Context: an optimization exercise on an open-source flow, tuned for small area. The choices shown serve that exercise and are no tape-out recipe. The RTL was checked by simulation tests, not by an equivalence proof against the original design. Power figures rest on the tool's default switching activity, not on a simulated workload.

==> flow/design.v <==
`default_nettype none
 `default_nettype none
module j4( input  wire clk
         , input  wire rst                       
         , output reg  [12:0] pc
         , input  wire [15:0] instr
         , output wire io_we                     
         , output wire io_re                     
         , output wire [16-1:0] io_ptr
         , input  wire [16-1:0] io_in
         , output wire [16-1:0] io_out
    );
reg  [16-1:0] T;
reg  [4-1:0] dsp, rsp;
wire is_lit  = instr[15];
wire is_jmp  = instr[15:13] == 3'b000;
wire is_cjmp = instr[15:13] == 3'b001;
wire is_call = instr[15:13] == 3'b010;
wire is_alu  = instr[15:13] == 3'b011;
wire [3:0] op = instr[11:8];
wire [15:0] aop = {16{is_alu}} & (16'd1 << op);   
wire [1:0] dd = is_lit ? 2'b01 : is_alu ? instr[1:0] : 2'b00;
wire [1:0] ee = is_call ? 2'b01 : is_alu ? instr[3:2] : 2'b00;
wire [3:0] dsp_n = dsp + {{2{dd[1]}}, dd};
wire [3:0] rsp_n = rsp + {{2{ee[1]}}, ee};
wire ds_we = is_lit | (is_alu & instr[7]);
wire rs_we = is_call | (is_alu & instr[6]);
wire [15:0] ds_wr, rs_wr;        
wire [15:0] ds_sn, rs_sn;        
genvar g, b;
generate for (g = 0; g < 16; g = g + 1) begin: DEC
    assign ds_wr[g] = ds_we & (dsp_n == g);
    assign rs_wr[g] = rs_we & (rsp_n == g);
    assign ds_sn[g] = ~(dsp == g);
    assign rs_sn[g] = ~((rsp == g) & ~is_call);
end endgenerate
wire [12:0] pc_inc = pc + 13'd1;
wire [16-1:0] N;
wire [12:0] R;                   
wire [16-1:0] ds_q [0:15];
wire [12:0]       rs_q [0:15];
generate for (g = 0; g < 16; g = g + 1) begin: DS
    reg [16-1:0] q;
    always @(posedge clk) if (ds_wr[g]) q <= T;
    assign ds_q[g] = q;
end endgenerate
generate for (g = 0; g < 16; g = g + 1) begin: RS
    reg [12:0] q;
    always @(posedge clk) if (rs_wr[g]) q <= R;
    assign rs_q[g] = q;
end endgenerate
generate for (b = 0; b < 16; b = b + 1) begin: NRD
    wire [15:0] col;
    for (g = 0; g < 16; g = g + 1) begin: C
        assign col[g] = ds_q[g][b];
    end
    wire [7:0] t;
    for (g = 0; g < 8; g = g + 1) begin: P
        j4_o22ai u (.a1(ds_sn[2*g]), .a2(col[2*g]), .b1(ds_sn[2*g+1]), .b2(col[2*g+1]), .y(t[g]));
    end
    j4_nor8 u0 (.a(t), .y(N[b]));
end endgenerate
generate for (b = 0; b < 13; b = b + 1) begin: RRD
    wire [15:0] col;
    for (g = 0; g < 16; g = g + 1) begin: C
        assign col[g] = rs_q[g][b];
    end
    wire [7:0] t;
    for (g = 0; g < 8; g = g + 1) begin: P
        j4_o22ai u (.a1(rs_sn[2*g]), .a2(col[2*g]), .b1(rs_sn[2*g+1]), .b2(col[2*g+1]), .y(t[g]));
    end
    wire rd;
    j4_nor8 u0 (.a(t), .y(rd));
    assign R[b] = rd & (~is_call | pc_inc[b]);
end endgenerate
wire sub  = aop[7] | aop[8] | aop[15];
wire ones = aop[10] | aop[13];
wire bsel1 = aop[2] | ones;      
wire bsel0 = sub | ones;         
wire keep = ~is_lit & ~is_alu;   
wire [3:0] tt = rst ? 4'b0000 :
                ({4{keep | aop[0]}} & 4'b1010) |
                ({4{aop[1]}}        & 4'b1100) |
                ({4{aop[2] | aop[5]}} & 4'b0110) |
                ({4{aop[3]}}        & 4'b1000) |
                ({4{aop[4]}}        & 4'b1110) |
                ({4{aop[6] | aop[10]}} & 4'b0101) |
                ({4{sub}}           & 4'b1001);
wire [16-1:0] p, gen, B, sum;
generate for (b = 0; b < 16; b = b + 1) begin: PG
    j4_mux4  ul (.d0(tt[0]), .d1(tt[1]), .d2(tt[2]), .d3(tt[3]), .s0(T[b]), .s1(N[b]), .y(p[b]));
    j4_mux2i ub (.a0(~bsel0), .a1(~bsel1), .s(N[b]), .y(B[b]));
    assign gen[b] = T[b] & B[b];
end endgenerate
wire [16:0] kg [0:4];
wire [16:0] kp [0:4];
assign kg[0] = {gen, sub};
assign kp[0] = {p, 1'b0};
genvar l;
generate for (l = 0; l < 4; l = l + 1) begin: KS
    for (b = 0; b <= 16; b = b + 1) begin: K
        if (b >= (1 << l)) begin: M
            assign kg[l+1][b] = kg[l][b] | (kp[l][b] & kg[l][b - (1 << l)]);
            assign kp[l+1][b] = kp[l][b] & kp[l][b - (1 << l)];
        end else begin: C
            assign kg[l+1][b] = kg[l][b];
            assign kp[l+1][b] = kp[l][b];
        end
    end
end endgenerate
wire [16:0] cy = kg[4];      
assign sum = p ^ cy[16-1:0];
wire eq  = &p;                                   
wire ult = cy[16] & ~eq;                     
wire slt = (N[15] ^ T[15]) ? N[15] : ult;        
wire cmpv = ~rst & ((aop[7] & eq) | (aop[8] & slt) | (aop[15] & ult));
wire e_sum = ~rst & (keep | (|aop[6:0]) | aop[10] | aop[13]);
wire e_shr = ~rst & aop[9];
wire e_r   = ~rst & aop[11];
wire e_in  = ~rst & aop[12];
wire e_lit = ~rst & is_lit;
wire e_ptr = ~rst & aop[14];
wire [16-1:0] Px  = {8'd0, rsp, dsp};
wire [16-1:0] T_n;
generate for (b = 0; b < 16; b = b + 1) begin: TN
    wire x1, x2, x3;
    if (b < 16-1)
        j4_a22oi  ua (.a1(sum[b]), .a2(e_sum), .b1(T[b+1]), .b2(e_shr), .y(x1));
    else
        j4_nand2  ua (.a(sum[b]), .b(e_sum), .y(x1));
    if (b < 13)
        j4_a222oi ub (.a1(R[b]), .a2(e_r), .b1(io_in[b]), .b2(e_in), .c1(instr[b]), .c2(e_lit), .y(x2));
    else if (b < 15)
        j4_a22oi  ub (.a1(io_in[b]), .a2(e_in), .b1(instr[b]), .b2(e_lit), .y(x2));
    else
        j4_nand2  ub (.a(io_in[b]), .b(e_in), .y(x2));
    if (b < 8)
        j4_a21oi  uc (.a1(Px[b]), .a2(e_ptr), .b1(cmpv), .y(x3));
    else
        assign x3 = ~cmpv;
    j4_nand3 un (.a(x1), .b(x2), .c(x3), .y(T_n[b]));
end endgenerate
wire tz = ~|T;
wire s_jmp = ~rst & (is_jmp | is_call | (is_cjmp & tz));
wire s_ret = ~rst & is_alu & instr[12];
wire s_inc = ~rst & ~s_jmp & ~s_ret;
wire [12:0] pc_n;
generate for (b = 0; b < 13; b = b + 1) begin: PCN
    wire x;
    j4_a222oi u (.a1(pc_inc[b]), .a2(s_inc), .b1(instr[b]), .b2(s_jmp), .c1(R[b]), .c2(s_ret), .y(x));
    assign pc_n[b] = ~x;
end endgenerate
assign io_we  = is_alu & instr[5];
assign io_re  = aop[12] & (|T[15:14]);
assign io_ptr = T;
assign io_out = N;
always @(posedge clk) begin
    pc  <= pc_n;
    T   <= T_n;
    dsp <= rst ? 4'd0 : dsp_n;
    rsp <= rst ? 4'd0 : rsp_n;
end
endmodule
module j4_o22ai(input wire a1, input wire a2, input wire b1, input wire b2, output wire y);
    assign y = ~((a1 | a2) & (b1 | b2));
endmodule
module j4_nor8(input wire [7:0] a, output wire y);
    assign y = ~|a;
endmodule
module j4_mux2i(input wire a0, input wire a1, input wire s, output wire y);
    assign y = ~(s ? a1 : a0);
endmodule
module j4_mux4(input wire d0, input wire d1, input wire d2, input wire d3,
               input wire s0, input wire s1, output wire y);
    assign y = s1 ? (s0 ? d3 : d2) : (s0 ? d1 : d0);
endmodule
module j4_fa(input wire a, input wire b, input wire ci, output wire s, output wire co);
    assign {co, s} = a + b + ci;
endmodule
module j4_a222oi(input wire a1, input wire a2, input wire b1, input wire b2,
                 input wire c1, input wire c2, output wire y);
    assign y = ~((a1 & a2) | (b1 & b2) | (c1 & c2));
endmodule
module j4_nand4(input wire a, input wire b, input wire c, input wire d, output wire y);
    assign y = ~(a & b & c & d);
endmodule
module j4_a22oi(input wire a1, input wire a2, input wire b1, input wire b2, output wire y);
    assign y = ~((a1 & a2) | (b1 & b2));
endmodule
module j4_nand3(input wire a, input wire b, input wire c, output wire y);
    assign y = ~(a & b & c);
endmodule
module j4_nand2(input wire a, input wire b, output wire y);
    assign y = ~(a & b);
endmodule
module j4_a21oi(input wire a1, input wire a2, input wire b1, output wire y);
    assign y = ~((a1 & a2) | b1);
endmodule
==> flow/config.mk <==
export PLATFORM = sky130hd
export DESIGN_NAME = j4
export DESIGN_NICKNAME = j4
export VERILOG_FILES = /design/flow/design.v
export SDC_FILE = /design/flow/constraint.sdc
export NUM_CORES = 4
export LEC_CHECK = 0
export CAP_MARGIN = 20
export CORE_MARGIN = 2
export CORE_UTILIZATION = 65
export SLEW_MARGIN = 20
export SYNTH_HIERARCHICAL = 1
==> flow/constraint.sdc <==
create_clock -name core_clock -period 6.0 [get_ports {clk}]
set_input_delay 1.2000 -clock core_clock [delete_from_list [all_inputs] [get_ports {clk}]]
set_output_delay 1.2000 -clock core_clock [all_outputs]
set_load 0.01 [all_outputs]
standard.sh (not shown) runs the stock make flow with config.mk's settings and CLKGATE_MAP_FILE= SYNTH_SCRIPT=/design/flow/synth_recipe.tcl, a recipe that flattens the netlist after the stock synthesis.
==> flow/flow/run.sh <==
#!/bin/bash
# Layout flow: the standard ORFS flow (standard synthesis unchanged), with
#  - single-drive buf_1 cells as the port buffers,
#  - a clock tree of clkbuf_4 cells with sink clusters of at most 10 flops
#    and 40 um, and no dummy loads,
#  - downsizing of gates off the critical paths after global routing
#    (ORFS's power recovery), then slew and capacitance repair again and a
#    greedy area recovery that keeps a setup slack margin (flow/post_grt.tcl).
# make's full output goes to orfs_make.log in the work folder.
set -euo pipefail
bash standard.sh \
  "BUFFER_PORTS_ARGS=-buffer_cell sky130_fd_sc_hd__buf_1" \
  "CTS_ARGS=-sink_clustering_enable -repair_clock_nets -dont_use_dummy_load -sink_clustering_size 10 -sink_clustering_max_diameter 40 -buf_list {sky130_fd_sc_hd__clkbuf_4}" \
  RECOVER_POWER=100 \
  "POST_GLOBAL_ROUTE_TCL=$PWD/flow/post_grt.tcl" \
  finish > orfs_make.log 2>&1
==> flow/flow/post_grt.tcl <==
# Runs after global routing and the power recovery (which downsizes gates).
# 1. Repair max slew and max capacitance again.
# 2. Greedy area recovery: each combinational gate or non-clock buffer is
#    swapped for the smallest lower drive strength of the same cell family
#    that keeps the worst setup slack above a margin and adds no slew or
#    capacitance violation. Flip-flops, clock-tree cells, tie and tap cells
#    are left as they are.
# 3. Legalize and update the global routes of the changed nets.
set slack_margin 0.15e-9  ;# seconds

proc master_area {name} {
  set m [[ord::get_db] findMaster $name]
  return [expr [$m getWidth] * [$m getHeight]]
}

proc drc_count {} {
  return [expr [sta::max_slew_violation_count] + [sta::max_capacitance_violation_count]]
}

global_route -start_incremental
repair_design_helper

set lib_cells {}
foreach lc [get_lib_cells sky130_fd_sc_hd__tt_025C_1v80/*] { lappend lib_cells [get_name $lc] }
set base_drc [drc_count]
set n_swapped 0
foreach inst [get_cells *] {
  set cell [get_property $inst ref_name]
  if {![regexp {^(sky130_fd_sc_hd__[a-z0-9]+)_([0-9]+)$} $cell -> family size]} continue
  if {[regexp {__(df|edf|sdf|dl|clkbuf|clkinv|tap|fill|decap|conb|diode)} $family]} continue
  set smaller {}
  foreach s {0 1 2 4 6 8 12 16} {
    set cand "${family}_$s"
    if {$s < $size && [lsearch -exact $lib_cells $cand] >= 0
        && [master_area $cand] < [master_area $cell]} { lappend smaller $cand }
  }
  foreach cand $smaller {
    replace_cell $inst $cand
    if {[sta::worst_slack_cmd max] >= $slack_margin && [drc_count] <= $base_drc} {
      incr n_swapped
      break
    }
    replace_cell $inst $cell
  }
}
puts "Area recovery: downsized $n_swapped instances"

detailed_placement
global_route -end_incremental
estimate_parasitics -global_routing
check_placement -verbose
write_guides $::env(RESULTS_DIR)/route.guide
Edit:
Settings changed: GPL_TIMING_DRIVEN from default to 0.
Cell count came out lower slightly.
Setup slack got worse by 410 ps.
Routed wire length decreases slightly.
Power went down slightly.
Edit:
--- a/flow/flow/post_grt.tcl
+++ b/flow/flow/post_grt.tcl
@@ -10,5 +9,0 @@
-
-proc master_area {name} {
-  set m [[ord::get_db] findMaster $name]
-  return [expr [$m getWidth] * [$m getHeight]]
-}
@@ -33,3 +28 @@
-    set cand "${family}_$s"
-    if {$s < $size && [lsearch -exact $lib_cells $cand] >= 0
-        && [master_area $cand] < [master_area $cell]} { lappend smaller $cand }
+    if {$s < $size && [lsearch -exact $lib_cells "${family}_$s"] >= 0} { lappend smaller "${family}_$s" }
Settings changed: GPL_TIMING_DRIVEN 0 to default.
What happened: The new run completed with no timing, DRC or antenna violations; via count is higher by 0.74%; global-route usage is higher by 0.33 points; critical path depth is higher by 1; sequential power stays flat; clock-buffer cell count stays the same.

-- port drivers added, routing unchanged --
In the flow no input, the clock included, has a driving cell. The finished layouts below were timed again as built, in two steps. Step 1 (the two cells are an assumption about what drives the block):
set clk [get_ports {clk}]
set_driving_cell -lib_cell sky130_fd_sc_hd__clkbuf_16 $clk
set_driving_cell -lib_cell sky130_fd_sc_hd__buf_2 [delete_from_list [all_inputs] $clk]
Step 2, shift: input delay + t, output delay - t, t = (earliest + latest rising clock arrival at the registers) / 2. This alone moves slack from input paths to output paths. Slacks: no drivers / after step 1 / after step 2; pairs: no drivers / after step 1.
run | t, ns | slack for setup (ns) | hold slack, ns
the first run | 0.754 | 0.878 / 0.876 / 0.122 | 0.641 / 0.641 / 0.641
the second run | 0.752 | 0.466 / 0.495 / -0.257 | 0.513 / 0.513 / 0.513
the third run | 0.758 | 0.840 / 0.835 / 0.077 | 0.642 / 0.642 / 0.642
With both steps, setup timing fails in the second run, where it was met with ideal ports. For the third run, which loses most, drivers alone change the setup slack by -0.005 ns; drivers and shift together by -0.763 ns.
